Background: an optimization exercise with open tools, aiming at small area, a short achievable clock period and few clock cycles. Do not read the settings as production practice. No functional check of the RTL was part of any run shown here.

==> flow/design.v <==
module MM(clk,i,j,reset,read,write,index,read_data,write_data,finish);
	input clk, reset;
	input [19:0] read_data;
	output [19:0] i, j;
	output read, write, index, finish;
	output [39:0] write_data;
	localparam S_SZ = 3'd0, S_RA = 3'd1, S_RB = 3'd2, S_W = 3'd3,
	           S_X = 3'd4, S_DR = 3'd5, S_FIN = 3'd6;
	reg [2:0] st, st_n;
	reg [2:0] k, k_n;           
	reg pend, pend_n;           
	reg [1:0] dcnt, dcnt_n;
	reg xcnt, xcnt_n;
	reg lastw, lastw_n;
	reg [19:0] row, row_n, col, col_n;    
	reg [19:0] mcm1, mcm1_n;
	reg [2:0] mbm1, mbm1_n;
	reg [19:0] ir, ir_n, jr, jr_n;
	reg rd, rd_n, wr, wr_n, idx, idx_n, fin, fin_n;
	wire col0 = (col == 20'd0);
	wire row0 = (row == 20'd0);
	wire [19:0] rowm1 = row - 20'd1;
	wire [19:0] colm1 = col - 20'd1;
	wire [19:0] nrow = col0 ? rowm1 : row;
	wire [19:0] ncol = col0 ? mcm1 : colm1;
	wire elast = row0 & col0;
	wire nlast = col0 ? ((row == 20'd1) & (mcm1 == 20'd0)) : (row0 & (col == 20'd1));
	wire [19:0] rd_dec = read_data - 20'd1;
	wire b1 = (mbm1 == 3'd0);
	wire b2 = (mbm1 == 3'd1);
	always @(*) begin
		st_n = st; k_n = k; pend_n = pend; dcnt_n = dcnt; xcnt_n = xcnt; lastw_n = lastw;
		row_n = row; col_n = col; mcm1_n = mcm1; mbm1_n = mbm1;
		ir_n = ir; jr_n = jr;
		rd_n = 1'b0; wr_n = 1'b0; idx_n = 1'b0; fin_n = 1'b0;
		case (st)
		S_SZ: begin
			rd_n = 1'b1; wr_n = 1'b1;
			case (ir[1:0])
			2'd0: begin row_n = rd_dec; ir_n = 20'd1; end
			2'd1: begin mbm1_n = rd_dec[2:0]; ir_n = 20'd2; end
			default: begin
				mcm1_n = rd_dec; col_n = rd_dec;
				st_n = S_RA; k_n = 3'd0; pend_n = 1'b0; lastw_n = 1'b0;
				ir_n = row; jr_n = 20'd0; wr_n = 1'b0;
			end
			endcase
		end
		S_RA: begin
			st_n = S_RB; ir_n = {17'd0, k}; jr_n = pend ? ncol : col;
			rd_n = 1'b1; idx_n = 1'b1;
		end
		S_RB: begin
			if (pend && (k == 3'd1 || b1)) begin
				st_n = S_W; ir_n = row; jr_n = col; wr_n = 1'b1;
			end else if (k != mbm1) begin
				st_n = S_RA; k_n = k + 3'd1;
				ir_n = pend ? nrow : row; jr_n = {17'd0, k + 3'd1}; rd_n = 1'b1;
			end else if (elast) begin
				st_n = S_DR; dcnt_n = 2'd3;
			end else if (b1 | b2) begin
				st_n = S_X; xcnt_n = b1; pend_n = 1'b1;
			end else begin
				st_n = S_RA; k_n = 3'd0; pend_n = 1'b1;
				ir_n = nrow; jr_n = 20'd0; rd_n = 1'b1;
			end
		end
		S_X: begin
			if (xcnt) xcnt_n = 1'b0;
			else begin
				st_n = S_RA; k_n = 3'd0; ir_n = nrow; jr_n = 20'd0; rd_n = 1'b1;
			end
		end
		S_W: begin
			if (lastw) begin
				st_n = S_FIN;
			end else begin
				row_n = nrow; col_n = ncol; pend_n = 1'b0;
				if (k != mbm1) begin
					st_n = S_RA; k_n = k + 3'd1;
					ir_n = nrow; jr_n = {17'd0, k + 3'd1}; rd_n = 1'b1;
				end else if (nlast) begin
					st_n = S_DR; dcnt_n = 2'd2;
				end else begin
					st_n = S_X; xcnt_n = 1'b0; pend_n = 1'b1;
				end
			end
		end
		S_DR: begin
			if (dcnt == 2'd0) begin
				st_n = S_W; lastw_n = 1'b1; ir_n = row; jr_n = col; wr_n = 1'b1; fin_n = 1'b1;
			end else dcnt_n = dcnt - 2'd1;
		end
		default: begin
			st_n = S_FIN;
		end
		endcase
	end
	always @(posedge clk) begin
		if (reset) begin
			st <= S_SZ; ir <= 20'd0; rd <= 1'b1; wr <= 1'b1; idx <= 1'b0; fin <= 1'b0;
		end else begin
			st <= st_n; ir <= ir_n; rd <= rd_n; wr <= wr_n; idx <= idx_n; fin <= fin_n;
		end
		k <= k_n; pend <= pend_n; dcnt <= dcnt_n; xcnt <= xcnt_n; lastw <= lastw_n;
		row <= row_n; col <= col_n; mcm1 <= mcm1_n; mbm1 <= mbm1_n;
		jr <= jr_n;
	end
	assign i = ir;
	assign j = jr;
	assign read = rd;
	assign write = wr;
	assign index = idx;
	assign finish = fin;
	reg [19:0] areg, breg;
	always @(posedge clk) begin
		if (st == S_RA) areg <= read_data;
		if (st == S_RB) breg <= read_data;
	end
	wire [10:0] y = (st == S_RB) ? {areg[9:0], 1'b0} : areg[19:9];
	reg [4:0] e_one, e_two, e_neg;
	integer m;
	always @(posedge clk) begin
		for (m = 0; m < 5; m = m + 1) begin
			e_neg[m] <= y[2*m+2];
			e_one[m] <= y[2*m+1] ^ y[2*m];
			e_two[m] <= (y[2*m+2] & ~y[2*m+1] & ~y[2*m]) | (~y[2*m+2] & y[2*m+1] & y[2*m]);
		end
	end
	wire [20:0] bx = {breg[19], breg};
	wire [20:0] b2x = {breg, 1'b0};
	reg [29:0] r0, r1, r2, r3, r4, r5;
	reg [20:0] pp;
	integer q;
	always @(*) begin
		r0 = 30'd0; r1 = 30'd0; r2 = 30'd0; r3 = 30'd0; r4 = 30'd0; r5 = 30'd0;
		for (q = 0; q < 5; q = q + 1) begin
			pp = ((bx & {21{e_one[q]}}) | (b2x & {21{e_two[q]}})) ^ {21{e_neg[q]}};
			case (q)
			0: r0 = {9'd0, ~pp[20], pp[19:0]};
			1: r1 = {7'd0, ~pp[20], pp[19:0], 1'b0, e_neg[0]};
			2: r2 = {5'd0, ~pp[20], pp[19:0], 1'b0, e_neg[1], 2'd0};
			3: r3 = {3'd0, ~pp[20], pp[19:0], 1'b0, e_neg[2], 4'd0};
			default: r4 = {1'd0, ~pp[20], pp[19:0], 1'b0, e_neg[3], 6'd0};
			endcase
		end
		r5 = {21'd0, e_neg[4], 8'd0};
	end
	wire [29:0] a1s = r0 ^ r1 ^ r2;
	wire [29:0] a1c = {((r0 & r1) | (r0 & r2) | (r1 & r2)), 1'b0};
	wire [29:0] b1s = r3 ^ r4 ^ r5;
	wire [29:0] b1c = {((r3 & r4) | (r3 & r5) | (r4 & r5)), 1'b0};
	wire [29:0] a2s = a1s ^ a1c ^ b1s;
	wire [29:0] a2c = {((a1s & a1c) | (a1s & b1s) | (a1c & b1s)), 1'b0};
	wire [29:0] a3s = a2s ^ a2c ^ b1c;
	wire [29:0] a3c = {((a2s & a2c) | (a2s & b1c) | (a2c & b1c)), 1'b0};
	reg [29:0] ps, pc, pr;
	reg v_lo1, f_lo1, v_hi1, v_lo2, f_lo2, v_hi2, v_lo3, f_lo3, v_hi3;
	always @(posedge clk) begin
		ps <= a3s; pc <= a3c;
		pr <= ps + pc;
		v_lo1 <= (st == S_RB); f_lo1 <= (st == S_RB) && (k == 3'd0);
		v_hi1 <= v_lo1; v_lo2 <= v_lo1; f_lo2 <= f_lo1; v_hi2 <= v_hi1;
		v_lo3 <= v_lo2; f_lo3 <= f_lo2; v_hi3 <= v_hi2;
	end
	reg [39:0] init;
	always @(*) begin
		case (mbm1)
		3'd0: init = 40'd0 - 40'd1 * 40'd341 * 40'd1025 * 40'd1048576;
		3'd1: init = 40'd0 - 40'd2 * 40'd341 * 40'd1025 * 40'd1048576;
		3'd2: init = 40'd0 - 40'd3 * 40'd341 * 40'd1025 * 40'd1048576;
		3'd3: init = 40'd0 - 40'd4 * 40'd341 * 40'd1025 * 40'd1048576;
		3'd4: init = 40'd0 - 40'd5 * 40'd341 * 40'd1025 * 40'd1048576;
		3'd5: init = 40'd0 - 40'd6 * 40'd341 * 40'd1025 * 40'd1048576;
		3'd6: init = 40'd0 - 40'd7 * 40'd341 * 40'd1025 * 40'd1048576;
		default: init = 40'd0 - 40'd8 * 40'd341 * 40'd1025 * 40'd1048576;
		endcase
	end
	reg [39:0] acc;
	wire [39:0] accm = f_lo3 ? init : acc;
	wire [39:0] pm = ({40{v_lo3}} & {10'd0, pr}) | ({40{v_hi3}} & {pr, 10'd0});
	always @(posedge clk) acc <= accm + pm;
	assign write_data = acc;
endmodule
==> flow/flow/run.sh <==
#!/bin/bash
# Standard ORFS layout, with repair_timing aiming further below the clock period.
set -euo pipefail
bash standard.sh SETUP_SLACK_MARGIN=6.0 finish > standard_flow.log 2>&1
==> flow/standard.sh <==
#!/bin/bash
# synth_recipe.tcl (not shown) runs the flow's synth.tcl, then flattens the netlist and writes it again
# the make line also repeats each setting of config.mk as NAME=value (left out here)
make -C /OpenROAD-flow-scripts/flow DESIGN_CONFIG=/design/flow/config.mk WORK_HOME=/design/flow/orfs CLKGATE_MAP_FILE= SYNTH_SCRIPT=/design/flow/synth_recipe.tcl "${@:-finish}"
==> flow/config.mk <==
export PLATFORM = sky130hd
export DESIGN_NAME = MM
export DESIGN_NICKNAME = MM
export VERILOG_FILES = /design/flow/design.v
export SDC_FILE = /design/flow/constraint.sdc
export NUM_CORES = 4
export LEC_CHECK = 0
export CAP_MARGIN = 20
export CORE_MARGIN = 2
export CORE_UTILIZATION = 40
export SETUP_SLACK_MARGIN = 5
export SLEW_MARGIN = 20
==> flow/constraint.sdc <==
create_clock -name core_clock -period 9.0 [get_ports {clk}]
set_input_delay 1.8000 -clock core_clock [delete_from_list [all_inputs] [get_ports {clk}]]
set_output_delay 1.8000 -clock core_clock [all_outputs]
set_load 0.01 [all_outputs]
==> run_results.csv, run 1 <==
group,metric,value,unit
finish,final_layout_size_suffix_gt1_share,19.7,%
placed_design,place_inst,2536,
finish,diodes,0,
worst_setup_path,crit_required,9460,ps
cts,clockBufferDepth,3,
detailed_routing,vias,15200,
finish,stdcell_count,2703,
synth,synth-edff-count,131,
sta,fmax,298,MHz
detailed_routing,drt_iter0_markers,1263,
job,max-cap-violations,0,
floorplan,fp.dieH,220,µm
run_status,status,"complete, no violations",
worst_setup_path,critPathKind,"flop to flop",
placed_design,place_hpwl,35600,µm
detailed_routing,viasPerCell,5.61,
detailed_routing,wl_per_cell,19.6,µm
placed_design,gp_congestion,0.871,
sta,tns,0,ps
synth,yosysWarnings,1,
sta,rsz0062_at_grt,"yes",
worst_setup_path,cp-start-kind,"flop",
cts,cts.htree.levels,2,
synth,netlist_area,0.0186,mm²
global_routing,grt_overflow_total,0,
cts,path_clk_slew,70,ps
detailed_routing,dr.pass1.iters,7,
sta,finalCritPeriodShare,37.3,%
global_routing,grt_usage,20.9,%
floorplan,top_level_ports,106,
cts,cts_made_buffers,36,
floorplan,start_util,40.3,%
synth,synth_cell_types,81,
cts,worstSkewPairLatency,570,ps
placed_design,io_buffer_count,105,
floorplan,fp.dieW,220,µm
worst_setup_path,end_kind,"flop",
global_routing,antenna_found_initial,0,
cts,root_buffer,"clkbuf_16",
synth,seq_area_frac_synth,39.7,%
synth,synthFlopType,"dfxtp_1",
detailed_routing,postRouteAntennaNets,0,
floorplan,fp-row-count,79,
sta,finalSetupViolations,0,
floorplan,core_region_area,0.0463,mm²
sta,clock_skew,28.8,ps
global_routing,grt_max_degree,60,
cts,ctsHoldBuffers,0,
sta,hold_viol_final,0,
synth,async_flop_share,0,%
sta,max_slew_margin,37.1,%
sta,timing.final.crit_period,3360,ps
global_routing,grt_pass1_vias,14500,
finish,area_growth,24.3,%
cts,numClockSinks,304,
hold_path,worst_hold_path_type,"flop to flop",
detailed_routing,drc,0,
sta,tightestPinTransition,942,ps
global_routing,grt_pass1_wl,79600,µm
synth,synth_nets,2111,
synth,syn_area_per_cell,9.69,µm²
worst_setup_path,arrival,3820,ps
finish,final_nets,2256,
sta,final_max_slew_viol_count,0,
synth,ys_ff_latch,304,
worst_setup_path,cp_max_fo,4,
sta,whs,320,ps
floorplan,dieArea,0.0483,mm²
cts,cts_tree,"yes",
detailed_routing,wirelength,52800,µm
synth,syn_inst,1923,
==> synth_stat cells, types with 9 or more instances <==
library cell / n / share of area [%]
a211oi_1: 27 / 1.1
mux2i_1: 13 / 0.70
a21o_1: 19 / 0.77
a22o_1: 22 / 1.0
nor3_1: 54 / 1.4
and3_1: 14 / 0.47
nor2_1: 151 / 3.0
a22oi_1: 97 / 3.9
o21a_1: 19 / 0.77
nand3_1: 26 / 0.70
buf_1: 14 / 0.28
o21ai_0: 117 / 3.1
inv_1: 65 / 1.3
or4_1: 12 / 0.48
nand2_1: 116 / 2.3
nor2b_1: 28 / 0.94
xnor2_1: 168 / 7.9
or3_1: 10 / 0.34
edfxtp_1: 131 / 21
fa_1: 55 / 5.9
dfxtp_1: 173 / 19
and2_1: 24 / 0.81
o22ai_1: 9 / 0.30
nor4_1: 23 / 0.77
xor2_1: 50 / 2.3
nand4_1: 9 / 0.30
nor3b_1: 9 / 0.36
ha_1: 111 / 7.5
a21oi_1: 132 / 3.5
a31oi_1: 12 / 0.40
clkbuf_1: 96 / 1.9
o211ai_1: 10 / 0.40
==> path summary, 6_finish.rpt <==
check	startpoint	to	slack [ps]	cells after the start
max	mbm1[2]	acc[39]	5640	13
min	f_lo2	f_lo3	320	0
max reg2reg	mbm1[2]	acc[39]	5640	13
min reg2reg	f_lo2	f_lo3	320	0
==> per-layer routing <==
layer  share of wire, %  track usage (%)  vias to the layer above
met5                  0                0                        -
met4                3.0             7.18                        0
met3                6.1             3.85                      101
met2                 46             33.7                      492
met1                 44             28.3                     7326
li1                   -                -                     7250
==> cell usage in the layout (no fill, tap or decap), types with 47 or more instances in the layout <==
cell,netlist,final
xnor2_1,168,166
dfxtp_1,173,150
edfxtp_1,131,131
nor2_1,151,127
a21oi_1,132,120
nand2_1,116,109
o21ai_0,117,102
ha_1,111,98
a22oi_1,97,97
buf_4,0,85
inv_1,65,60
fa_1,55,54
xor2_1,50,47
==> flip-flops by register name, summed over array words and instances (netlist names), 2 cells and up <==
signal and cells:
e_neg 5, k 3, pc 25, ps 29, col 20, e_two 5, acc 40, e_one 5
mbm1 3, st 3, row 20, areg 20, jr 20, dcnt 2, mcm1 20, ir 20
breg 20, pr 30
==> layout make-up <==
cell class	count	area, µm²
tap	607	759
clock inverter	17	213
clock buffer	49	1060
inverter	68	260
fill	4220	23100
sequential	304	7440
timing repair buffer	218	1960
multi-input combinational	1440	11500
==> repair_timing <==
item                                    CTS  global route
cloned                                    4             7
resized for setup                       316           178
endpoints found under the setup margin  242           160
buffers inserted                         45            45
pin swaps                                35            58
==> kinds of logic (layout without fill, tap and decap cells) <==
family | after synthesis | count (layout) | synth area share (%)
mux | 16 | 16 | 0.879
flops | 304 | 304 | 39.7
simple gates | 513 | 517 | 13.9
buf+inv | 183 | 352 | 3.79
xor+xnor | 218 | 218 | 10.2
compound gates | 523 | 523 | 18.1
fa+ha+maj | 166 | 166 | 13.4
==> critical path: stages, from the launching register on <==
cell	delay, ps
edfxtp_1	500
inv_2	80
or3_4	390
o211a_4	180
nor2_4	130
ha_4	210
a21o_1	170
a22o_1	220
o41ai_4	270
o2111ai_2	160
a21oi_2	250
o31ai_4	90
or4_1	420
and3_1	180
==> stage by stage <==
stage,setup slack [ps],utilization [%],area (µm²)
after floorplan,5440,-,18700
after global placement,4660,43.8,20200
after detailed placement,4610,43.8,20300
after CTS,5570,48.2,22300
after global routing,5540,50.1,23200
final,5640,50.1,23200
==> run 2, diff against run 1 <==
--- a/flow/design.v
+++ b/flow/design.v
@@ -158,27 +158,14 @@
 	reg v_lo1, f_lo1, v_hi1, v_lo2, f_lo2, v_hi2, v_lo3, f_lo3, v_hi3;
 	always @(posedge clk) begin
 		ps <= a3s; pc <= a3c;
-		pr <= ps + pc;
+		pr <= ps + pc + {10'd683, 20'd0};    
 		v_lo1 <= (st == S_RB); f_lo1 <= (st == S_RB) && (k == 3'd0);
 		v_hi1 <= v_lo1; v_lo2 <= v_lo1; f_lo2 <= f_lo1; v_hi2 <= v_hi1;
 		v_lo3 <= v_lo2; f_lo3 <= f_lo2; v_hi3 <= v_hi2;
 	end
-	reg [39:0] init;
-	always @(*) begin
-		case (mbm1)
-		3'd0: init = 40'd0 - 40'd1 * 40'd341 * 40'd1025 * 40'd1048576;
-		3'd1: init = 40'd0 - 40'd2 * 40'd341 * 40'd1025 * 40'd1048576;
-		3'd2: init = 40'd0 - 40'd3 * 40'd341 * 40'd1025 * 40'd1048576;
-		3'd3: init = 40'd0 - 40'd4 * 40'd341 * 40'd1025 * 40'd1048576;
-		3'd4: init = 40'd0 - 40'd5 * 40'd341 * 40'd1025 * 40'd1048576;
-		3'd5: init = 40'd0 - 40'd6 * 40'd341 * 40'd1025 * 40'd1048576;
-		3'd6: init = 40'd0 - 40'd7 * 40'd341 * 40'd1025 * 40'd1048576;
-		default: init = 40'd0 - 40'd8 * 40'd341 * 40'd1025 * 40'd1048576;
-		endcase
-	end
 	reg [39:0] acc;
-	wire [39:0] accm = f_lo3 ? init : acc;
-	wire [39:0] pm = ({40{v_lo3}} & {10'd0, pr}) | ({40{v_hi3}} & {pr, 10'd0});
+	wire [39:0] accm = f_lo3 ? 40'd0 : acc;
+	wire [39:0] pm = ({40{v_lo3}} & {{10{pr[29]}}, pr}) | ({40{v_hi3}} & {pr, 10'd0});
 	always @(posedge clk) acc <= accm + pm;
 	assign write_data = acc;
 endmodule
==> run 2 against run 1 <==
- still clean
- flip-flop and latch count unchanged
- worst hold slack gained 2.5 ps
- count of clock-buffer cells in the layout is the same
- global-route usage decreased by 0.25 points
- critical path depth increased by 1
- first-iteration DRC count shrank 0.40%
- die area grew 0.67%
- register-to-register slack improved by 220 ps
- maximum frequency grew 7.0%
==> run_results.csv, run 2 <==
group,metric,value,unit
run_status,status,"complete, no violations",
worst_setup_path,end_kind,"flop",
finish,multi_input_area,0.0115,mm²
sta,final_max_slew_viol_count,0,
sta,hold_viol_final,0,
global_routing,grtUsageMet3,3.38,%
finish,mostFrequentLayoutCell,"dfxtp_1",
worst_setup_path,r2r_start,"f_lo3",
detailed_routing,postRouteAntennaNets,0,
worst_setup_path,r2r_end,"acc[36]",
worst_setup_path,r2r_setup_slack,5860,ps
sta,rsz0062_at_grt,"yes",
worst_setup_path,slowest_delay,420,ps
synth,syn_inst,1936,
placed_design,postPlaceCellArea,0.0203,mm²
global_routing,use_met1,27.5,%
sta,fin_ws,5860,ps
synth,synthFlopType,"dfxtp_1",
worst_setup_path,crit_slowest_cell,"fa_2",
floorplan,core_region_area,0.0465,mm²
sta,finalSetupViolations,0,
job,max-cap-violations,0,
floorplan,fp.dieH,221,µm
cts,numClockSinks,304,
synth,yosysWarnings,1,
synth,seq_area_frac_synth,39.4,%
global_routing,grt_max_degree,55,
synth,synth_nets,2147,
detailed_routing,dr.pass1.iters,5,
worst_setup_path,crit_end,"acc[36]",
floorplan,start_util,40.4,%
floorplan,fp-row-count,79,
placed_design,post-place-ws,4860,ps
sta,clock_skew,29.1,ps
sta,fmax,319,MHz
global_routing,grt_overflow_total,0,
detailed_routing,vias,14900,
detailed_routing,wl_per_cell,19.1,µm
floorplan,dieArea,0.0487,mm²
finish,diodes,0,
global_routing,grt_pass1_wl,79400,µm
finish,ff_latch_area,0.00743,mm²
synth,synth_common_cells,"dfxtp_1 (173), a21oi_1 (142), ha_1 (134)",
sta,finalCritPeriodShare,34.9,%
finish,reg.largest.list,"acc (40), pr (30), ps (29)",
synth,async_flop_share,0,%
synth,synth_xor_area_share,10.2,%
sta,timing.final.crit_period,3140,ps
finish,top_register,"acc",
detailed_routing,wirelength,51200,µm
finish,final_cell_mix,"dfxtp_1 (157), edfxtp_1 (131), xnor2_1 (130), a21oi_1 (126), nand2_1 (125)",
placed_design,place_hpwl,35200,µm
finish,final_nets,2263,
cts,clockBufferDepth,3,
detailed_routing,drt_iter0_markers,1258,
synth,yosysMostFrequentCell,"dfxtp_1",
floorplan,fp.dieW,221,µm
cts,root_buffer,"clkbuf_16",
worst_setup_path,rr_worst_depth,14,
sta,tns,0,ps
synth,netlist_area,0.0188,mm²
hold_path,worst_hold_path_type,"flop to flop",
finish,final_core_util,49.4,%
placed_design,place_inst,2546,
synth,synth.area.mux_share,0.653,%
global_routing,grt_pass1_vias,14500,
worst_setup_path,cp-start-kind,"flop",
placed_design,gp_congestion,0.915,
synth,ys_ff_latch,304,
synth,synth_cell_types,77,
floorplan,top_level_ports,106,
synth,synth_compound_area_share,17.1,%
synth,syn_area_per_cell,9.69,µm²
finish,area_growth,22.3,%
finish,stdcell_count,2684,
finish,final_cell_area,0.0230,mm²
synth,synth.area.top_cells,"edfxtp_1 (21%), dfxtp_1 (18%), ha_1 (8.9%), xnor2_1 (6.2%), fa_1 (5.9%)",
global_routing,use_met2,34.1,%
global_routing,grt-busiest-layer,"met2",
worst_setup_path,cp_max_fo,3,
global_routing,grt_usage,20.7,%
sta,max_slew_margin,32.5,%
synth,synth-edff-count,131,
worst_setup_path,path_cells,"buf_12 > nor2b_4 > ha_4 > fa_2 > a21oi_4 > o211ai_1 > a2111o_1 > o221ai_2 > o21ai_2 > a211oi_4 > buf_6 > a31oi_4 > a31oi_1 > o41ai_2",
hold_path,holdPathStages,0,
finish,largest_reg_flops,40,
synth,synth_top_family_by_area,"compound AO/OA/AOI/OAI gates",
cts,worstSkewPairLatency,570,ps
cts,cts.htree.levels,2,
finish,fill_cells,4265,
worst_setup_path,arrival,3570,ps
worst_setup_path,critPathKind,"flop to flop",
cts,cts_tree,"yes",
synth,synth_fa_ha_area_share,14.8,%
detailed_routing,drc,0,
sta,tightestPinTransition,1010,ps
global_routing,antenna_found_initial,0,
placed_design,io_buffer_count,105,
worst_setup_path,crit_start,"f_lo3",
cts,cts_made_buffers,37,
synth,yosys.area_share.simple,13.4,%
sta,whs,323,ps
detailed_routing,viasPerCell,5.55,
synth,synth_top_area_cell,"edfxtp_1",
finish,final_layout_size_suffix_gt1_share,17.1,%
worst_setup_path,crit_required,9430,ps
cts,path_clk_slew,50,ps
synth,synth_top_cell_area_share,21.0,%
-- run 2: per-layer routing --
layer  routed length (µm)  vias up
li1                     -     7157
met1                22400     7140
met2                24100      491
met3                 3140       95
met4                 1530        0
met5                    0        -
-- run 2: layout make-up --
cell class | instances | share of cell area [%]
Multi-Input combinational cell | 1424 | 49.9
Sequential cell | 304 | 32.3
Timing Repair Buffer | 189 | 7.49
Clock buffer | 49 | 4.54
Tap cell | 607 | 3.31
Inverter | 95 | 1.57
Clock inverter | 15 | 0.796
Timing Repair inverter | 1 | 0.0218
-- run 2: logic make-up (layout without fill, tap and decap cells) --
family | after synthesis | count (layout)
AO/OA/AOI/OAI | 497 | 498
XOR/XNOR | 219 | 219
adder cells (fa/ha/maj) | 189 | 189
buffers and inverters | 210 | 349
flip-flops | 304 | 304
multiplexers | 12 | 12
AND/OR/NAND/NOR | 505 | 506
-- run 2: what timing repair did --
item	in CTS	in global routing
gates resized for setup	306	144
pin swaps	57	58
endpoints found under the setup margin	234	170
setup buffers	39	28
cloned	5	2
hold buffers	0	0
-- run 2: critical path, delay by kind of cell, from the launching register on --
family	cells	cell delay, ps
simple gates	1	50
fa+ha+maj	2	580
buf+inv	2	290
flops	1	370
compound gates	9	1730
-- run 2: how the worst min path moves through the flow --
| stage | from | endpoint | slack (ps) |
|---|---|---|---|
| 2_1_floorplan | f_lo1 | f_lo2 | 310 |
| 3_3_place_gp | f_lo2 | f_lo3 | 310 |
| 3_5_place_dp | f_lo2 | f_lo3 | 310 |
| 4_1_cts | f_lo2 | f_lo3 | 320 |
| 5_1_grt | ps[2] | pr[2] | 330 |
| 6_report | f_lo2 | f_lo3 | 320 |
==> run 3, diff against run 2 <==
==> flow/flow/run.sh (replaced) <==
#!/bin/bash
# Standard ORFS layout, with repair_timing aiming further below the clock period.
set -euo pipefail
bash standard.sh SETUP_SLACK_MARGIN=5.3 finish > standard_flow.log 2>&1
==> run 3 against run 2 <==
- count of clock-buffer cells in the layout decreased by 5
- cell count decreased by 2.8%
- flip-flop and latch count unchanged
- setup slack got worse by 410 ps
- non-clock buffer count decreased by 72
- cell area decreased by 6.1%
- clock skew increased by 14 ps
- core utilization decreased by 3.0 points
- register-to-register slack got worse by 390 ps
- highest routed layer unchanged
==> run_results.csv, run 3 <==
group,metric,value,unit
run_status,status,"complete, no violations",
cts,root_buffer,"clkbuf_16",
finish,final_cell_mix,"dfxtp_1 (169), a21oi_1 (141), ha_1 (134), xnor2_1 (132), edfxtp_1 (131)",
cts,cts_made_buffers,35,
finish,final_layout_size_suffix_gt1_share,5.79,%
synth,synth_nets,2147,
finish,top_register,"acc",
detailed_routing,dr.pass1.iters,6,
detailed_routing,postRouteAntennaNets,0,
finish,fill_cells,4334,
synth,syn_inst,1936,
placed_design,gp_congestion,0.926,
synth,synthFlopType,"dfxtp_1",
cts,clockBufferDepth,3,
cts,numClockSinks,304,
sta,fmax,282,MHz
placed_design,io_buffer_count,105,
finish,ff_latch_area,0.00741,mm²
finish,mostFrequentLayoutCell,"dfxtp_1",
synth,async_flop_share,0,%
cts,ctsHoldBuffers,0,
sta,tns,0,ps
detailed_routing,drc,0,
synth,synth_common_cells,"dfxtp_1 (173), a21oi_1 (142), ha_1 (134)",
global_routing,grt_pass1_vias,14100,
worst_setup_path,end_kind,"flop",
sta,timing.final.crit_period,3550,ps
finish,largest_reg_flops,40,
floorplan,fp.dieH,221,µm
finish,reg.largest.list,"acc (40), pr (30), ps (29)",
hold_path,worst_hold_path_type,"flop to flop",
worst_setup_path,cp_max_fo,4,
worst_setup_path,cp-start-kind,"input pin",
finish,area_growth,14.9,%
worst_setup_path,slowest_delay,520,ps
worst_setup_path,arrival,3860,ps
worst_setup_path,cp_top_family,"simple AND/OR/NAND/NOR gates",
worst_setup_path,crit_slowest_cell,"clkdlybuf4s50_1",
detailed_routing,wirelength,46900,µm
cts,worstSkewPairLatency,580,ps
synth,synth_top_cell_area_share,21.0,%
worst_setup_path,worst-path-buf-inv,1,
synth,netlist_area,0.0188,mm²
cts,path_clk_slew,70,ps
floorplan,core_region_area,0.0465,mm²
sta,clock_skew,43.1,ps
detailed_routing,drt_iter0_markers,1238,
finish,final_core_util,46.4,%
floorplan,dieArea,0.0487,mm²
finish,stdcell_count,2610,
worst_setup_path,path_cells,"clkdlybuf4s50_1 > nor4_4 > nand2_1 > nor3_4 > nand3_2 > nor3_1 > xor2_1 > nor2_1 > a21oi_1",
synth,ys_ff_latch,304,
synth,synth.area.top_cells,"edfxtp_1 (21%), dfxtp_1 (18%), ha_1 (8.9%), xnor2_1 (6.2%), fa_1 (5.9%)",
global_routing,grt_max_degree,58,
worst_setup_path,crit_required,9310,ps
synth,syn_area_per_cell,9.69,µm²
synth,yosysWarnings,1,
sta,whs,325,ps
placed_design,place_inst,2544,
detailed_routing,wl_per_cell,18.0,µm
synth,synth-edff-count,131,
floorplan,top_level_ports,106,
detailed_routing,viasPerCell,5.48,
synth,synth_cell_types,77,
synth,synth_top_area_cell,"edfxtp_1",
synth,seq_area_frac_synth,39.4,%
job,max-cap-violations,0,
sta,hold_viol_final,0,
worst_setup_path,critPathKind,"input pin to flop",
floorplan,fp.dieW,221,µm
sta,tightestPinTransition,935,ps
floorplan,fp-row-count,79,
cts,cts.htree.levels,2,
floorplan,start_util,40.4,%
sta,final_max_slew_viol_count,0,
global_routing,grt_overflow_total,0,
placed_design,postPlaceCellArea,0.0202,mm²
finish,final_nets,2186,
synth,yosysMostFrequentCell,"dfxtp_1",
global_routing,grt_usage,19.5,%
global_routing,antenna_found_initial,1,
finish,final_cell_area,0.0216,mm²
sta,finalSetupViolations,0,
sta,max_slew_margin,37.6,%
global_routing,grt_pass1_wl,75700,µm
finish,multi_input_area,0.0106,mm²
sta,finalCritPeriodShare,39.4,%
detailed_routing,vias,14300,
placed_design,place_hpwl,34400,µm
cts,cts_tree,"yes",
sta,rsz0062_at_grt,"no",
-- run 3: metrics by stage --
step	worst slack [ps]
after floorplan	5420
after global placement	4500
after detailed placement	4420
after CTS	5310
after global routing	5310
final	5450
-- run 3: final timing paths --
check               startpoint  endpoint  slack (ps)  depth (start not counted)
setup / recovery  read_data[5]   col[19]        5450                          9
hold / removal           v_lo1     v_lo2         320                          0
setup reg to reg        row[9]     jr[7]        5470                          8
hold reg to reg          v_lo1     v_lo2         320                          0
-- run 3: area by class of cell --
cell class,instances,share of cell area (%)
repair buffers,117,5.34
clock inverters,20,1.43
flip-flops and latches,304,34.3
inverters,95,1.67
well taps,607,3.52
diodes,1,0.0116
clock buffers,44,4.40
multi-input cells,1422,49.3
-- run 3: per-layer routing --
layer	vias up	GRT usage, %	wire length (µm)
met3	88	3.20	2360
met2	412	31.1	21300
met1	6829	26.7	21600
met5	-	0	0
li1	6973	-	-
met4	0	7.40	1600
-- run 3: timing repair --
| item | CTS | global route |
|---|---|---|
| hold endpoints to repair | 0 | 0 |
| pin swaps | 1 | 0 |
| gates cloned | 0 | 0 |
| gates resized for setup | 6 | 14 |
| endpoints found under the setup margin | 25 | 32 |
| buffers inserted | 1 | 0 |
-- run 3: cells by family after synthesis --
kind of cell / Yosys count / synth area share [%]
simple gates: 505 / 13.4
mux: 12 / 0.653
compound gates: 497 / 17.1
xor+xnor: 219 / 10.2
buf+inv: 210 / 4.40
flops: 304 / 39.4
fa+ha+maj: 189 / 14.8
==> run 4, diff against run 3 <==
==> flow/flow/run.sh (replaced) <==
#!/bin/bash
# Standard ORFS layout, with repair_timing aiming further below the clock period.
set -euo pipefail
bash standard.sh SETUP_SLACK_MARGIN=5.7 finish > standard_flow.log 2>&1
==> run 4 against run 3 <==
- still clean
- register-to-register slack better by 170 ps
- cell count up 0.92%
- sequential share of layout area is 0.68 points lower
- flip-flop and latch count unchanged
- first-iteration DRC count increased by 15%
- critical endpoint is now acc[36]
==> run_results.csv, run 4 <==
group,metric,value,unit
worst_setup_path,r2r_start,"v_hi2",
placed_design,gp_congestion,0.913,
detailed_routing,postRouteAntennaNets,0,
finish,reg.largest.list,"acc (40), pr (30), ps (29)",
worst_setup_path,worst-path-buf-inv,2,
synth,yosysMostFrequentCell,"dfxtp_1",
floorplan,fp.dieW,221,µm
synth,syn_inst,1936,
floorplan,fp.dieH,221,µm
cts,numClockSinks,304,
synth,synth.area.mux_share,0.653,%
synth,synth_top_family_by_area,"compound AO/OA/AOI/OAI gates",
worst_setup_path,r2r_setup_slack,5640,ps
finish,largest_reg_flops,40,
synth,synth_compound_area_share,17.1,%
detailed_routing,top_layer,"met4",
hold_path,hold_end,"v_hi2",
finish,final_cell_mix,"dfxtp_1 (166), a21oi_1 (133), xnor2_1 (132), edfxtp_1 (131), ha_1 (129)",
sta,finalSetupViolations,0,
worst_setup_path,crit_slowest_cell,"a2111o_1",
sta,finalCritPeriodShare,37.4,%
detailed_routing,wl_met1,21600,µm
floorplan,dieArea,0.0487,mm²
finish,top_register,"acc",
synth,synth_xor_area_share,10.2,%
floorplan,core_region_area,0.0465,mm²
synth,ys_ff_latch,304,
cts,cts.htree.levels,2,
synth,syn_area_per_cell,9.69,µm²
detailed_routing,wl_met3,2950,µm
run_status,status,"complete, no violations",
synth,synth-edff-count,131,
synth,synthFlopType,"dfxtp_1",
hold_path,holdPathStages,0,
finish,mostFrequentLayoutCell,"dfxtp_1",
global_routing,grt_max_degree,58,
worst_setup_path,cp-start-kind,"flop",
global_routing,grt_usage,19.7,%
detailed_routing,viasPerCell,5.57,
global_routing,grt_pass1_wl,76600,µm
cts,cts_tree,"yes",
sta,fmax,297,MHz
worst_setup_path,critPathKind,"flop to flop",
cts,path_clk_slew,60,ps
synth,synth.area.top_cells,"edfxtp_1 (21%), dfxtp_1 (18%), ha_1 (8.9%), xnor2_1 (6.2%), fa_1 (5.9%)",
floorplan,fp-row-count,79,
sta,final_max_slew_viol_count,0,
synth,synth_top_cell_area_share,21.0,%
detailed_routing,vias,14700,
detailed_routing,drc,0,
worst_setup_path,slowest_delay,450,ps
worst_setup_path,arrival,3790,ps
placed_design,io_buffer_count,105,
cts,root_buffer,"clkbuf_16",
worst_setup_path,cp_top_family,"compound AO/OA/AOI/OAI gates",
worst_setup_path,path_cells,"buf_6 > and2_1 > ha_2 > fa_2 > a21oi_4 > o211ai_1 > a2111o_1 > o221ai_2 > o21ai_2 > a211oi_2 > buf_4 > a31oi_2 > a31oi_1 > o41ai_1",
synth,synth_cell_types,77,
synth,netlist_area,0.0188,mm²
synth,async_flop_share,0,%
worst_setup_path,rr_worst_depth,14,
floorplan,top_level_ports,106,
cts,clockBufferDepth,3,
floorplan,start_util,40.4,%
synth,synth_top_area_cell,"edfxtp_1",
finish,final_nets,2211,
finish,diodes,0,
placed_design,postPlaceCellArea,0.0203,mm²
sta,hold_viol_final,0,
sta,clock_skew,19.4,ps
job,max-cap-violations,0,
synth,seq_area_frac_synth,39.4,%
worst_setup_path,cp_max_fo,9,
detailed_routing,drt_iter0_markers,1423,
finish,final_cell_area,0.0220,mm²
global_routing,antenna_found_initial,0,
sta,tightestPinTransition,919,ps
sta,rsz0062_at_grt,"yes",
finish,final_layout_size_suffix_gt1_share,9.23,%
worst_setup_path,worst-path-stages,14,
cts,cts_made_buffers,36,
finish,area_growth,17.4,%
worst_setup_path,end_kind,"flop",
finish,fill_cells,4298,
sta,tns,0,ps
sta,timing.final.crit_period,3360,ps
sta,max_slew_margin,38.2,%
detailed_routing,dr.pass1.iters,6,
detailed_routing,dr_wl_met2,22700,µm
synth,yosysWarnings,1,
worst_setup_path,r2r_end,"acc[36]",
detailed_routing,wirelength,48600,µm
synth,yosys.area_share.simple,13.4,%
worst_setup_path,crit_required,9420,ps
global_routing,grt_pass1_vias,14200,
hold_path,worst_hold_path_type,"flop to flop",
synth,synth_fa_ha_area_share,14.8,%
global_routing,grt_overflow_total,0,
detailed_routing,wl_per_cell,18.5,µm
synth,synth_nets,2147,
hold_path,worstHoldStart,"v_lo2",
cts,worstSkewPairLatency,550,ps
synth,synth_common_cells,"dfxtp_1 (173), a21oi_1 (142), ha_1 (134)",
placed_design,place_hpwl,34700,µm
-- run 4: cells by family after synthesis --
logic type                 count (synthesis)
muxes                                     12
and+or+nand+nor                          505
DFF                                      304
AOI/OAI and AO/OA                        497
xor gates and xnor gates                 219
adders and majority gates                189
buffers and inverters                    210
-- run 4: worst max-delay path by stage --
stage	from	end
final	v_hi2	acc[36]
after CTS	f_lo3	acc[38]
after detailed placement	read_data[10]	col[19]
after global routing	v_hi2	acc[36]
after global placement	read_data[10]	row[17]
after floorplan	read_data[13]	row[17]
-- run 4: worst reg2reg max path, stage by stage, from the launching register on --
cell	delay [ps]
dfxtp_4	390
buf_6	150
and2_1	150
ha_2	200
fa_2	420
a21oi_4	170
o211ai_1	180
a2111o_1	450
o221ai_2	200
o21ai_2	100
a211oi_2	220
buf_4	190
a31oi_2	110
a31oi_1	220
o41ai_1	110
-- run 4: cell type report --
type | instances | area (µm²) | area share, %
Clock buffer | 45 | 986 | 4.48
Clock inverter | 20 | 277 | 1.26
Inverter | 95 | 360 | 1.64
Multi-Input combinational cell | 1423 | 10800 | 49.2
Sequential cell | 304 | 7420 | 33.7
Tap cell | 607 | 759 | 3.45
Timing Repair Buffer | 140 | 1390 | 6.31
-- run 4: repair_timing --
| item | 4_1_cts | 5_1_grt |
|---|---|---|
| hold buffers | 0 | 0 |
| cloned | 3 | 1 |
| gates resized for setup | 53 | 50 |
| pin swaps | 12 | 24 |
| setup endpoints to repair | 112 | 89 |
| buffers inserted | 6 | 13 |
-- run 4: per-layer routing --
layer	track usage (%)	vias to the layer above
li1	-	7043
met1	26.6	7014
met2	32.2	525
met3	3.41	91
met4	6.00	0
met5	0	-
-- run 4: metrics by stage --
step	util [%]	hold WS, ps	setup WS, ps	std cells
2_1_floorplan	-	310	5700	1936
3_3_place_gp	43.6	314	4890	2545
3_5_place_dp	43.6	315	4820	2545
4_1_cts	46.9	327	5690	2619
5_1_grt	47.4	330	5540	2634
6_report	47.4	325	5640	2634
==> run 5, diff against run 4 <==
--- a/flow/design.v
+++ b/flow/design.v
@@ -31,7 +31,7 @@
 	always @(*) begin
 		st_n = st; k_n = k; pend_n = pend; dcnt_n = dcnt; xcnt_n = xcnt; lastw_n = lastw;
 		row_n = row; col_n = col; mcm1_n = mcm1; mbm1_n = mbm1;
-		ir_n = ir; jr_n = jr;
+		ir_n = row; jr_n = col;    
 		rd_n = 1'b0; wr_n = 1'b0; idx_n = 1'b0; fin_n = 1'b0;
 		case (st)
 		S_SZ: begin
@@ -154,18 +154,30 @@
 	wire [29:0] a2c = {((a1s & a1c) | (a1s & b1s) | (a1c & b1s)), 1'b0};
 	wire [29:0] a3s = a2s ^ a2c ^ b1c;
 	wire [29:0] a3c = {((a2s & a2c) | (a2s & b1c) | (a2c & b1c)), 1'b0};
-	reg [29:0] ps, pc, pr;
-	reg v_lo1, f_lo1, v_hi1, v_lo2, f_lo2, v_hi2, v_lo3, f_lo3, v_hi3;
+	reg [29:0] ps, pc;
+	reg v_lo1, f_lo1, v_hi1, v_lo2, f_lo2, v_hi2, f_lo3;
 	always @(posedge clk) begin
 		ps <= a3s; pc <= a3c;
-		pr <= ps + pc + {10'd683, 20'd0};    
 		v_lo1 <= (st == S_RB); f_lo1 <= (st == S_RB) && (k == 3'd0);
 		v_hi1 <= v_lo1; v_lo2 <= v_lo1; f_lo2 <= f_lo1; v_hi2 <= v_hi1;
-		v_lo3 <= v_lo2; f_lo3 <= f_lo2; v_hi3 <= v_hi2;
+		f_lo3 <= f_lo2;
 	end
-	reg [39:0] acc;
-	wire [39:0] accm = f_lo3 ? 40'd0 : acc;
-	wire [39:0] pm = ({40{v_lo3}} & {{10{pr[29]}}, pr}) | ({40{v_hi3}} & {pr, 10'd0});
-	always @(posedge clk) acc <= accm + pm;
+	wire [29:0] pr = ps + pc + {10'd683, 20'd0};
+	reg [29:0] qh;     
+	reg [9:0] ql;      
+	always @(posedge clk) begin
+		qh <= ({30{v_lo2}} & {{10{pr[29]}}, pr[29:10]}) | ({30{v_hi2}} & pr);
+		ql <= {10{v_lo2}} & pr[9:0];
+	end
+	reg [29:0] acch;
+	reg [9:0] accl;
+	reg cy;
+	wire [29:0] acchm = f_lo3 ? 30'd0 : acch;
+	wire [9:0] acclm = f_lo3 ? 10'd0 : accl;
+	always @(posedge clk) begin
+		acch <= acchm + qh + {29'd0, cy};
+		{cy, accl} <= {1'b0, acclm} + {1'b0, ql};
+	end
+	wire [39:0] acc = {acch, accl};
 	assign write_data = acc;
 endmodule
==> flow/flow/run.sh (replaced) <==
#!/bin/bash
# Standard ORFS layout, with repair_timing aiming further below the clock period.
set -euo pipefail
bash standard.sh SETUP_SLACK_MARGIN=6.4 finish > standard_flow.log 2>&1
==> run 5 against run 4 <==
- maximum frequency rose by 9.3%
- flip-flop and latch count rose by 10
- sequential share of layout area fell by 4.8 points
- non-clock buffer count rose by 203
- setup slack improved by 290 ps
- cell area rose by 19%
- synthesized cell count fell by 2.3%
- clock skew rose by 27 ps
- critical path type is now input pin to flop
- critical endpoint is now col[13]
==> run_results.csv, run 5 <==
group,metric,value,unit
finish,area_growth,40.7,%
sta,tightestPinTransition,957,ps
placed_design,gp_congestion,0.899,
finish,final_nets,2381,
finish,final_cell_mix,"buf_4 (178), xnor2_1 (152), buf_6 (123), edfxtp_1 (111), a21oi_1 (101)",
hold_path,worstHoldStart,"f_lo1",
finish,final_layout_size_suffix_gt1_share,40.3,%
sta,max_slew_margin,35.5,%
cts,cts_made_buffers,38,
floorplan,fp-row-count,79,
floorplan,core_region_area,0.0463,mm²
finish,ff_latch_area,0.00756,mm²
worst_setup_path,cp-start-kind,"input pin",
synth,synthFlopType,"dfxtp_1",
synth,synth-edff-count,111,
sta,hold_viol_final,0,
global_routing,grt_overflow_total,0,
sta,clock_skew,46.6,ps
detailed_routing,drc,0,
floorplan,dieArea,0.0483,mm²
cts,ctsHoldBuffers,0,
finish,diodes,0,
worst_setup_path,crit_required,9260,ps
run_status,status,"complete, no violations",
global_routing,grt_usage,22.4,%
detailed_routing,viasPerCell,5.64,
sta,tns,0,ps
synth,synth_nets,2103,
synth,synth_top_area_cell,"dfxtp_1",
finish,multi_input_area,0.0130,mm²
sta,final_max_slew_viol_count,0,
cts,cts_tree,"yes",
detailed_routing,wirelength,56500,µm
synth,ys_ff_latch,314,
floorplan,fp.dieW,220,µm
cts,path_clk_slew,60,ps
detailed_routing,wl_per_cell,20.2,µm
worst_setup_path,r2r_end,"row[8]",
global_routing,grt_pass1_wl,85600,µm
sta,timing.final.crit_period,3080,ps
hold_path,worst_hold_path_type,"flop to flop",
cts,numClockSinks,314,
global_routing,antenna_found_initial,0,
job,max-cap-violations,0,
global_routing,grt_max_degree,62,
worst_setup_path,cp_max_fo,4,
floorplan,top_level_ports,106,
cts,worstSkewPairLatency,570,ps
detailed_routing,postRouteAntennaNets,0,
synth,async_flop_share,0,%
worst_setup_path,r2r_start,"col[6]",
worst_setup_path,critPathKind,"input pin to flop",
worst_setup_path,end_kind,"flop",
synth,syn_inst,1891,
detailed_routing,drt_iter0_markers,1413,
finish,reg.largest.list,"acch (30), qh (30), ps (29)",
synth,synth_cell_types,77,
synth,synth_common_cells,"dfxtp_1 (203), xnor2_1 (169), a21oi_1 (134)",
detailed_routing,vias,15800,
floorplan,start_util,40.3,%
synth,yosysWarnings,1,
cts,root_buffer,"clkbuf_16",
worst_setup_path,r2r_setup_slack,6100,ps
synth,netlist_area,0.0186,mm²
hold_path,holdPathStages,0,
detailed_routing,dr.pass1.iters,6,
floorplan,fp.dieH,220,µm
cts,cts.htree.levels,2,
synth,yosysMostFrequentCell,"dfxtp_1",
finish,final_core_util,56.7,%
sta,finalSetupViolations,0,
placed_design,io_buffer_count,105,
synth,syn_area_per_cell,9.85,µm²
worst_setup_path,arrival,3340,ps
finish,mostFrequentLayoutCell,"buf_4",
sta,finalCritPeriodShare,34.2,%
worst_setup_path,rr_worst_depth,8,
cts,clockBufferDepth,3,
hold_path,hold_end,"f_lo2",
global_routing,grt_pass1_vias,15500,
finish,fill_cells,3747,
sta,fmax,325,MHz
synth,synth_top_cell_area_share,21.8,%
synth,seq_area_frac_synth,39.7,%
placed_design,place_hpwl,35900,µm
synth,synth.area.top_cells,"dfxtp_1 (22%), edfxtp_1 (18%), ha_1 (8.9%), xnor2_1 (7.9%), fa_1 (6.1%)",
sta,rsz0062_at_grt,"yes",
[run 5: changes by cell type after synthesis, sizes merged, moves of 18 or more]
cell	change
edfxtp	-20
xnor2	+37
dfxtp	+30
xor2	-37
nand2b	+18
nor2	-41
[run 5: area by class of cell]
class                      instances  area share [%]
clock buffer                      51            4.17
clock inverter                    17           0.749
inverter                          82            1.21
multi-input combinational       1390            49.6
sequential                       314            28.8
tap                              607            2.90
timing repair buffer             343            12.5
[run 5: repair_timing]
item                                    4_1_cts  5_1_grt
hold endpoints to repair                      0        0
pin swaps                                   162      167
endpoints found under the setup margin      279      247
gates cloned                                  7        0
gates resized for setup                     814      290
setup buffers                               147       72
[run 5: per-layer routing]
layer  global-route usage, %  up-vias  wire length (µm)
li1                        -     7342                 -
met1                    28.6     7731             23600
met2                    38.1      606             27300
met3                    3.40      145              3270
met4                    9.02        0              2350
met5                       0        -                 0
[run 5: cell families after synthesis]
logic type                 count (synthesis)  share of synthesized area [%]
AOI/OAI and AO/OA                        499                           17.4
xor gates and xnor gates                 219                           10.3
adders and majority gates                190                           15.1
buffers and inverters                    191                           3.93
DFF                                      314                           39.7
muxes                                     12                          0.658
and+or+nand+nor                          466                           13.0
[run 5: worst max path at each step]
stage | startpoint | end | slack (ps) | depth (start not counted)
after floorplan | read_data[5] | row[18] | 5650 | 8
after global placement | read_data[3] | col[18] | 4870 | 9
after detailed placement | read_data[3] | row[18] | 4840 | 9
after CTS | read_data[2] | row[19] | 6000 | 9
after global routing | read_data[3] | row[17] | 5850 | 9
final | read_data[3] | col[13] | 5920 | 9
[run 5: metrics by stage]
step,area [µm²],worst slack [ps],cells,hold slack [ps]
2_1_floorplan,18900,5650,1891,310
3_3_place_gp,20300,4870,2510,315
3_5_place_dp,20300,4840,2510,315
4_1_cts,24400,6000,2732,329
5_1_grt,26200,5850,2804,342
6_report,26200,5920,2804,327
[run 5: critical path, cell delays in order]
cell,delay (ps)
buf_12,100
nor4_4,300
nand2_2,130
nor4_4,360
buf_4,200
nand2_4,50
xnor2_2,160
nor2_2,160
a21oi_1,60
==> run 6, diff against run 5 <==
==> flow/flow/run.sh (replaced) <==
#!/bin/bash
# Standard ORFS layout, with repair_timing aiming further below the clock period.
set -euo pipefail
bash standard.sh SETUP_SLACK_MARGIN=6.0 finish > standard_flow.log 2>&1
==> run 6 against run 5 <==
- still clean
- clock skew is 11 ps lower
- core utilization fell by 7.4 points
- global-route usage is 1.7 points lower
- critical path depth up 2
- count of clock-buffer cells in the layout down 4
- cell area fell by 13%
- register-to-register slack lost 50 ps
- die area stayed put
- highest routed layer is now met5
==> run_results.csv, run 6 <==
group,metric,value,unit
floorplan,start_util,40.3,%
worst_setup_path,arrival,3540,ps
detailed_routing,drc,0,
worst_setup_path,crit_end,"col[16]",
synth,ys_ff_latch,314,
sta,rsz0062_at_grt,"yes",
finish,area_growth,22.4,%
detailed_routing,drt_iter0_markers,1346,
finish,final_cell_area,0.0228,mm²
detailed_routing,viasPerCell,5.58,
floorplan,dieArea,0.0483,mm²
synth,synth_cell_types,77,
synth,synthFlopType,"dfxtp_1",
cts,ctsHoldBuffers,0,
worst_setup_path,crit_required,9410,ps
job,max-cap-violations,0,
synth,synth_common_cells,"dfxtp_1 (203), xnor2_1 (169), a21oi_1 (134)",
finish,final_core_util,49.3,%
placed_design,gp_congestion,0.914,
worst_setup_path,rr_worst_depth,14,
synth,synth_top_area_cell,"dfxtp_1",
finish,ff_latch_area,0.00743,mm²
floorplan,fp-row-count,79,
cts,numClockSinks,314,
global_routing,grt_overflow_total,0,
floorplan,fp.dieH,220,µm
synth,synth_top_cell_area_share,21.8,%
hold_path,worst_hold_path_type,"flop to flop",
cts,cts.htree.levels,2,
cts,worstSkewPairLatency,570,ps
sta,tns,0,ps
floorplan,core_region_area,0.0463,mm²
sta,finalCritPeriodShare,34.8,%
detailed_routing,vias,14800,
worst_setup_path,end_kind,"flop",
finish,mostFrequentLayoutCell,"dfxtp_1",
synth,yosysWarnings,1,
worst_setup_path,r2r_setup_slack,6050,ps
global_routing,grt_max_degree,63,
synth,syn_area_per_cell,9.85,µm²
synth,syn_inst,1891,
global_routing,grt_pass1_wl,78800,µm
cts,cts_made_buffers,38,
sta,fmax,320,MHz
sta,finalSetupViolations,0,
worst_setup_path,cp-start-kind,"input pin",
placed_design,place_hpwl,35500,µm
finish,multi_input_area,0.0112,mm²
cts,cts_tree,"yes",
detailed_routing,postRouteAntennaNets,0,
cts,path_clk_slew,60,ps
detailed_routing,wirelength,51300,µm
worst_setup_path,crit_start,"read_data[3]",
sta,tightestPinTransition,1060,ps
finish,final_layout_size_suffix_gt1_share,15.1,%
synth,async_flop_share,0,%
sta,hold_viol_final,0,
synth,synth-edff-count,111,
placed_design,postPlaceCellArea,0.0202,mm²
floorplan,fp.dieW,220,µm
cts,root_buffer,"clkbuf_16",
global_routing,grt_pass1_vias,14200,
finish,final_nets,2235,
finish,final_cell_mix,"dfxtp_1 (184), xnor2_1 (165), ha_1 (130), a21oi_1 (128), nand2_1 (114)",
finish,reg.largest.list,"acch (30), qh (30), ps (29)",
worst_setup_path,critPathKind,"input pin to flop",
run_status,status,"complete, no violations",
synth,netlist_area,0.0186,mm²
sta,timing.final.crit_period,3130,ps
global_routing,grt_usage,20.7,%
detailed_routing,wl_per_cell,19.3,µm
sta,final_max_slew_viol_count,0,
placed_design,io_buffer_count,105,
synth,yosysMostFrequentCell,"dfxtp_1",
synth,synth.area.top_cells,"dfxtp_1 (22%), edfxtp_1 (18%), ha_1 (8.9%), xnor2_1 (7.9%), fa_1 (6.1%)",
cts,clockBufferDepth,3,
global_routing,antenna_found_initial,4,
detailed_routing,dr.pass1.iters,6,
floorplan,top_level_ports,106,
sta,clock_skew,36.0,ps
finish,fill_cells,4196,
synth,synth_nets,2103,
synth,seq_area_frac_synth,39.7,%
worst_setup_path,r2r_end,"acch[18]",
worst_setup_path,r2r_start,"f_lo3",
sta,max_slew_margin,29.3,%
worst_setup_path,cp_max_fo,5,
==> run 6: cell counts after synthesis <==
Identical to the previous run, type by type.
==> run 6: per-stage QoR <==
stage / hold WS [ps] / instances / worst slack (ps)
floorplan: 310 / 1891 / 5650
global placement: 317 / 2508 / 4740
detailed placement: 314 / 2508 / 4680
CTS: 325 / 2619 / 5940
global route: 327 / 2660 / 5820
finish: 324 / 2661 / 5870
==> run 6: worst min path at each step <==
stage / start / to / slack [ps] / depth (start not counted)
2_1_floorplan: f_lo1 / f_lo2 / 310 / 0
3_3_place_gp: f_lo2 / f_lo3 / 320 / 0
3_5_place_dp: f_lo2 / f_lo3 / 310 / 0
4_1_cts: f_lo2 / f_lo3 / 330 / 0
5_1_grt: f_lo2 / f_lo3 / 330 / 0
6_report: f_lo2 / f_lo3 / 320 / 0
==> run 6: what timing repair did <==
item                                    in CTS  in global routing
resized for setup                          258                 69
gates cloned                                 2                  3
setup buffers                               39                 38
hold endpoints to repair                     0                  0
endpoints found under the setup margin     202                104
pin swaps                                   28                 37
==> run 6: cells by family (layout without fill, tap and decap cells) <==
family,count (synthesis),count (layout),share of synthesized area [%]
fa+ha+maj,190,190,15.1
simple gates,466,466,13.0
xor+xnor,219,219,10.3
other cells,0,1,0
compound gates,499,500,17.4
buf+inv,191,352,3.93
mux,12,12,0.658
flops,314,314,39.7
==> run 6: critical path, cell delays in order <==
cell and delay (ps):
buf_12 110, nor4_4 310, buf_4 180, nand2_4 80
nor4_4 200, nand2_2 140, buf_4 160, nor2_2 80
xor2_1 220, nor2_1 90, a21oi_1 150
==> run 6: routing by layer <==
layer	wire, µm	vias to the layer above	GRT usage [%]	share of wire (%)
li1	-	7054	-	-
met1	22100	7102	27.4	43
met3	3590	111	3.57	7.0
met2	23900	563	34.1	47
met5	40	-	0	0.078
met4	1650	6	7.45	3.2
==> run 6: final cells by class <==
class	instances	share of cell area (%)
Timing Repair Buffer	200	8.02
Tap cell	607	3.33
Clock inverter	23	1.02
Clock buffer	47	4.72
Antenna cell	1	0.0110
Sequential cell	314	32.6
Multi-Input combinational cell	1387	48.9
Inverter	82	1.40
==> run 7, diff against run 6 <==
--- a/flow/design.v
+++ b/flow/design.v
@@ -13,36 +13,34 @@
 	reg xcnt, xcnt_n;
 	reg lastw, lastw_n;
 	reg [19:0] row, row_n, col, col_n;    
-	reg [19:0] mcm1, mcm1_n;
+	reg [19:0] mcr, mcr_n;      
 	reg [2:0] mbm1, mbm1_n;
 	reg [19:0] ir, ir_n, jr, jr_n;
 	reg rd, rd_n, wr, wr_n, idx, idx_n, fin, fin_n;
 	wire col0 = (col == 20'd0);
 	wire row0 = (row == 20'd0);
 	wire [19:0] rowm1 = row - 20'd1;
-	wire [19:0] colm1 = col - 20'd1;
 	wire [19:0] nrow = col0 ? rowm1 : row;
-	wire [19:0] ncol = col0 ? mcm1 : colm1;
+	wire [19:0] ncol = (col0 ? mcr : col) - 20'd1;
 	wire elast = row0 & col0;
-	wire nlast = col0 ? ((row == 20'd1) & (mcm1 == 20'd0)) : (row0 & (col == 20'd1));
-	wire [19:0] rd_dec = read_data - 20'd1;
+	wire nlast = col0 ? ((row == 20'd1) & (mcr == 20'd1)) : (row0 & (col == 20'd1));
 	wire b1 = (mbm1 == 3'd0);
 	wire b2 = (mbm1 == 3'd1);
 	always @(*) begin
 		st_n = st; k_n = k; pend_n = pend; dcnt_n = dcnt; xcnt_n = xcnt; lastw_n = lastw;
-		row_n = row; col_n = col; mcm1_n = mcm1; mbm1_n = mbm1;
+		row_n = row; col_n = col; mcr_n = mcr; mbm1_n = mbm1;
 		ir_n = row; jr_n = col;    
 		rd_n = 1'b0; wr_n = 1'b0; idx_n = 1'b0; fin_n = 1'b0;
 		case (st)
 		S_SZ: begin
 			rd_n = 1'b1; wr_n = 1'b1;
 			case (ir[1:0])
-			2'd0: begin row_n = rd_dec; ir_n = 20'd1; end
-			2'd1: begin mbm1_n = rd_dec[2:0]; ir_n = 20'd2; end
+			2'd2: begin mcr_n = read_data; col_n = read_data; ir_n = 20'd0; end
+			2'd0: begin col_n = ncol; row_n = read_data; ir_n = 20'd1; end
 			default: begin
-				mcm1_n = rd_dec; col_n = rd_dec;
+				row_n = rowm1; mbm1_n = read_data[2:0] - 3'd1;
 				st_n = S_RA; k_n = 3'd0; pend_n = 1'b0; lastw_n = 1'b0;
-				ir_n = row; jr_n = 20'd0; wr_n = 1'b0;
+				ir_n = rowm1; jr_n = 20'd0; wr_n = 1'b0;
 			end
 			endcase
 		end
@@ -98,12 +96,12 @@
 	end
 	always @(posedge clk) begin
 		if (reset) begin
-			st <= S_SZ; ir <= 20'd0; rd <= 1'b1; wr <= 1'b1; idx <= 1'b0; fin <= 1'b0;
+			st <= S_SZ; ir <= 20'd2; rd <= 1'b1; wr <= 1'b1; idx <= 1'b0; fin <= 1'b0;
 		end else begin
 			st <= st_n; ir <= ir_n; rd <= rd_n; wr <= wr_n; idx <= idx_n; fin <= fin_n;
 		end
 		k <= k_n; pend <= pend_n; dcnt <= dcnt_n; xcnt <= xcnt_n; lastw <= lastw_n;
-		row <= row_n; col <= col_n; mcm1 <= mcm1_n; mbm1 <= mbm1_n;
+		row <= row_n; col <= col_n; mcr <= mcr_n; mbm1 <= mbm1_n;
 		jr <= jr_n;
 	end
 	assign i = ir;
==> run 7 against run 6 <==
- count of clock-buffer cells in the layout increased by 6
- sequential share of layout area decreased by 0.12 points
- cell area increased by 0.31%
- core utilization decreased by 0.059 points
- wire length increased by 3.8%
- maximum frequency decreased by 8.1%
- critical path type is now flop to flop
- highest routed layer is now met4
==> run_results.csv, run 7 <==
group,metric,value,unit
detailed_routing,drt_iter0_markers,1258,
synth,synth_common_cells,"dfxtp_1 (203), xnor2_1 (151), nor2_1 (142)",
detailed_routing,viasPerCell,5.62,
synth,synth-edff-count,111,
floorplan,fp.dieH,221,µm
finish,final_layout_size_suffix_gt1_share,14.9,%
sta,max_slew_margin,34.6,%
finish,mostFrequentLayoutCell,"dfxtp_1",
sta,tns,0,ps
detailed_routing,wirelength,53300,µm
finish,reg.largest.list,"acch (30), qh (30), ps (29)",
finish,final_nets,2289,
sta,whs,331,ps
finish,final_cell_mix,"dfxtp_1 (190), xnor2_1 (148), nor2_1 (135), nand2_1 (119), ha_1 (117)",
synth,ys_ff_latch,314,
sta,tightestPinTransition,979,ps
floorplan,start_util,40.5,%
synth,synth.area.top_cells,"dfxtp_1 (22%), edfxtp_1 (18%), ha_1 (8.6%), xnor2_1 (7.0%), fa_1 (6.1%)",
detailed_routing,wl_per_cell,19.6,µm
synth,yosysMostFrequentCell,"dfxtp_1",
synth,synth_top_area_cell,"dfxtp_1",
placed_design,io_buffer_count,105,
placed_design,place_hpwl,36500,µm
worst_setup_path,r2r_start,"f_lo3",
cts,cts_made_buffers,37,
synth,synth_top_cell_area_share,21.6,%
synth,yosysWarnings,1,
cts,cts_tree,"yes",
finish,diodes,0,
sta,timing.final.crit_period,3410,ps
detailed_routing,dr.pass1.iters,6,
global_routing,grt_pass1_wl,82700,µm
cts,cts.htree.levels,2,
global_routing,grt_overflow_total,0,
finish,final_core_util,49.3,%
finish,final_cell_area,0.0229,mm²
detailed_routing,drc,0,
synth,synth_nets,2155,
floorplan,dieArea,0.0488,mm²
floorplan,top_level_ports,106,
worst_setup_path,crit_start,"f_lo3",
placed_design,gp_congestion,0.943,
cts,worstSkewPairLatency,570,ps
synth,synthFlopType,"dfxtp_1",
placed_design,postPlaceCellArea,0.0204,mm²
worst_setup_path,crit_required,9480,ps
synth,seq_area_frac_synth,39.3,%
worst_setup_path,r2r_setup_slack,5590,ps
floorplan,fp-row-count,79,
cts,root_buffer,"clkbuf_16",
synth,syn_inst,1947,
cts,clockBufferDepth,3,
worst_setup_path,cp-start-kind,"flop",
sta,finalSetupViolations,0,
synth,syn_area_per_cell,9.67,µm²
worst_setup_path,r2r_end,"acch[28]",
global_routing,antenna_found_initial,0,
synth,synth_cell_types,82,
worst_setup_path,critPathKind,"flop to flop",
finish,area_growth,21.6,%
synth,netlist_area,0.0188,mm²
job,max-cap-violations,0,
detailed_routing,vias,15300,
floorplan,core_region_area,0.0465,mm²
run_status,status,"complete, no violations",
cts,path_clk_slew,60,ps
sta,rsz0062_at_grt,"yes",
detailed_routing,postRouteAntennaNets,0,
cts,numClockSinks,314,
[run 7: cell count changes after synthesis, sizes merged, moves of 12 or more]
cell,before,now
nor2,89,143
xnor2,169,151
a21o,28,43
a311oi,18,4
nand2b,26,12
nor4,28,16
[run 7: logic make-up (layout without fill, tap and decap cells)]
| kind of cell | after synthesis | in the layout | share of synthesized area [%] |
|---|---|---|---|
| adders and majority gates | 186 | 186 | 14.6 |
| AOI/OAI and AO/OA | 544 | 544 | 19.3 |
| DFF | 314 | 314 | 39.3 |
| muxes | 12 | 12 | 0.665 |
| and+or+nand+nor | 503 | 504 | 13.3 |
| xor gates and xnor gates | 190 | 190 | 8.84 |
| buffers and inverters | 198 | 360 | 3.98 |
[run 7: metal layers]
| layer | global-route usage, % | part of all wire [%] | vias to the layer above |
|---|---|---|---|
| met2 | 35.3 | 47 | 526 |
| met1 | 28.1 | 44 | 7362 |
| met5 | 0 | 0 | - |
| met3 | 2.96 | 5.7 | 106 |
| li1 | - | - | 7267 |
| met4 | 6.28 | 2.8 | 0 |
[run 7: what timing repair did]
| item | CTS | global route |
|---|---|---|
| buffers inserted | 41 | 39 |
| hold buffers | 0 | 0 |
| gates resized for setup | 175 | 99 |
| endpoints found under the setup margin | 197 | 97 |
| pin swaps | 19 | 49 |
| gates cloned | 1 | 0 |
[run 7: stage by stage]
stage,cells,worst slack (ps)
floorplan,1947,5500
global placement,2568,4760
detailed placement,2568,4660
CTS,2678,5620
global route,2717,5500
finish,2717,5590
[run 7: final cells by class]
| type | instances | area [µm²] |
|---|---|---|
| multi-input cells | 1436 | 11300 |
| clock buffers | 53 | 1140 |
| inverters | 87 | 333 |
| repair buffers | 205 | 1750 |
| flip-flops and latches | 314 | 7420 |
| well taps | 607 | 759 |
| clock inverters | 15 | 131 |
| fillers | 4256 | 23600 |
[run 7: worst max-delay path, cell delays in order, from the launching register on]
cell and delay (ps):
dfxtp_4 360, nand2b_4 120, fa_2 200, inv_2 40, fa_2 350, a21o_1 180
a41o_1 190, o31a_1 310, a221oi_4 310, o22a_2 250, o32ai_4 90, o41ai_2 360
or4b_1 470, o211ai_1 100
[run 7: worst min-delay path by stage]
stage / startpoint / to / slack (ps) / depth (start not counted)
floorplan: f_lo2 / f_lo3 / 310 / 0
global placement: f_lo2 / f_lo3 / 330 / 0
detailed placement: f_lo2 / f_lo3 / 330 / 0
CTS: f_lo2 / f_lo3 / 340 / 0
global route: f_lo2 / f_lo3 / 340 / 0
finish: f_lo2 / f_lo3 / 330 / 0

[afterwards: timing with drivers on the ports]
Ports are ideal in the flow. The routed layouts listed here were re-timed in OpenROAD. Step 1 assumes that a clkbuf_16 drives the clock port and a buf_2 every other input. Step 2 times the ports against the registers' clock, not the clock port: input delays grow and output delays shrink by t, the midpoint of the rising clock arrivals with the driver on. Slacks: no drivers / after step 1 / after step 2; pairs: no drivers / after step 1.
run	t (ns)	slack for setup (ns)	worst register clock-pin slew, ns
run 1	0.613	5.643 / 5.643 / 5.101	0.07 / 0.07
run 2	0.614	5.862 / 5.862 / 5.400	0.06 / 0.06
run 3	0.621	5.453 / 5.467 / 4.868	0.07 / 0.07
run 4	0.599	5.636 / 5.636 / 5.159	0.07 / 0.07
run 5	0.605	5.922 / 5.934 / 5.329	0.06 / 0.06
run 6	0.605	5.870 / 5.876 / 5.271	0.07 / 0.07
run 7	0.599	5.593 / 5.593 / 5.593	0.06 / 0.06
After both steps every run listed still meets setup and hold. The setup slack of run 6, which loses most, moves by +0.006 ns with the drivers and by -0.599 ns with both steps.
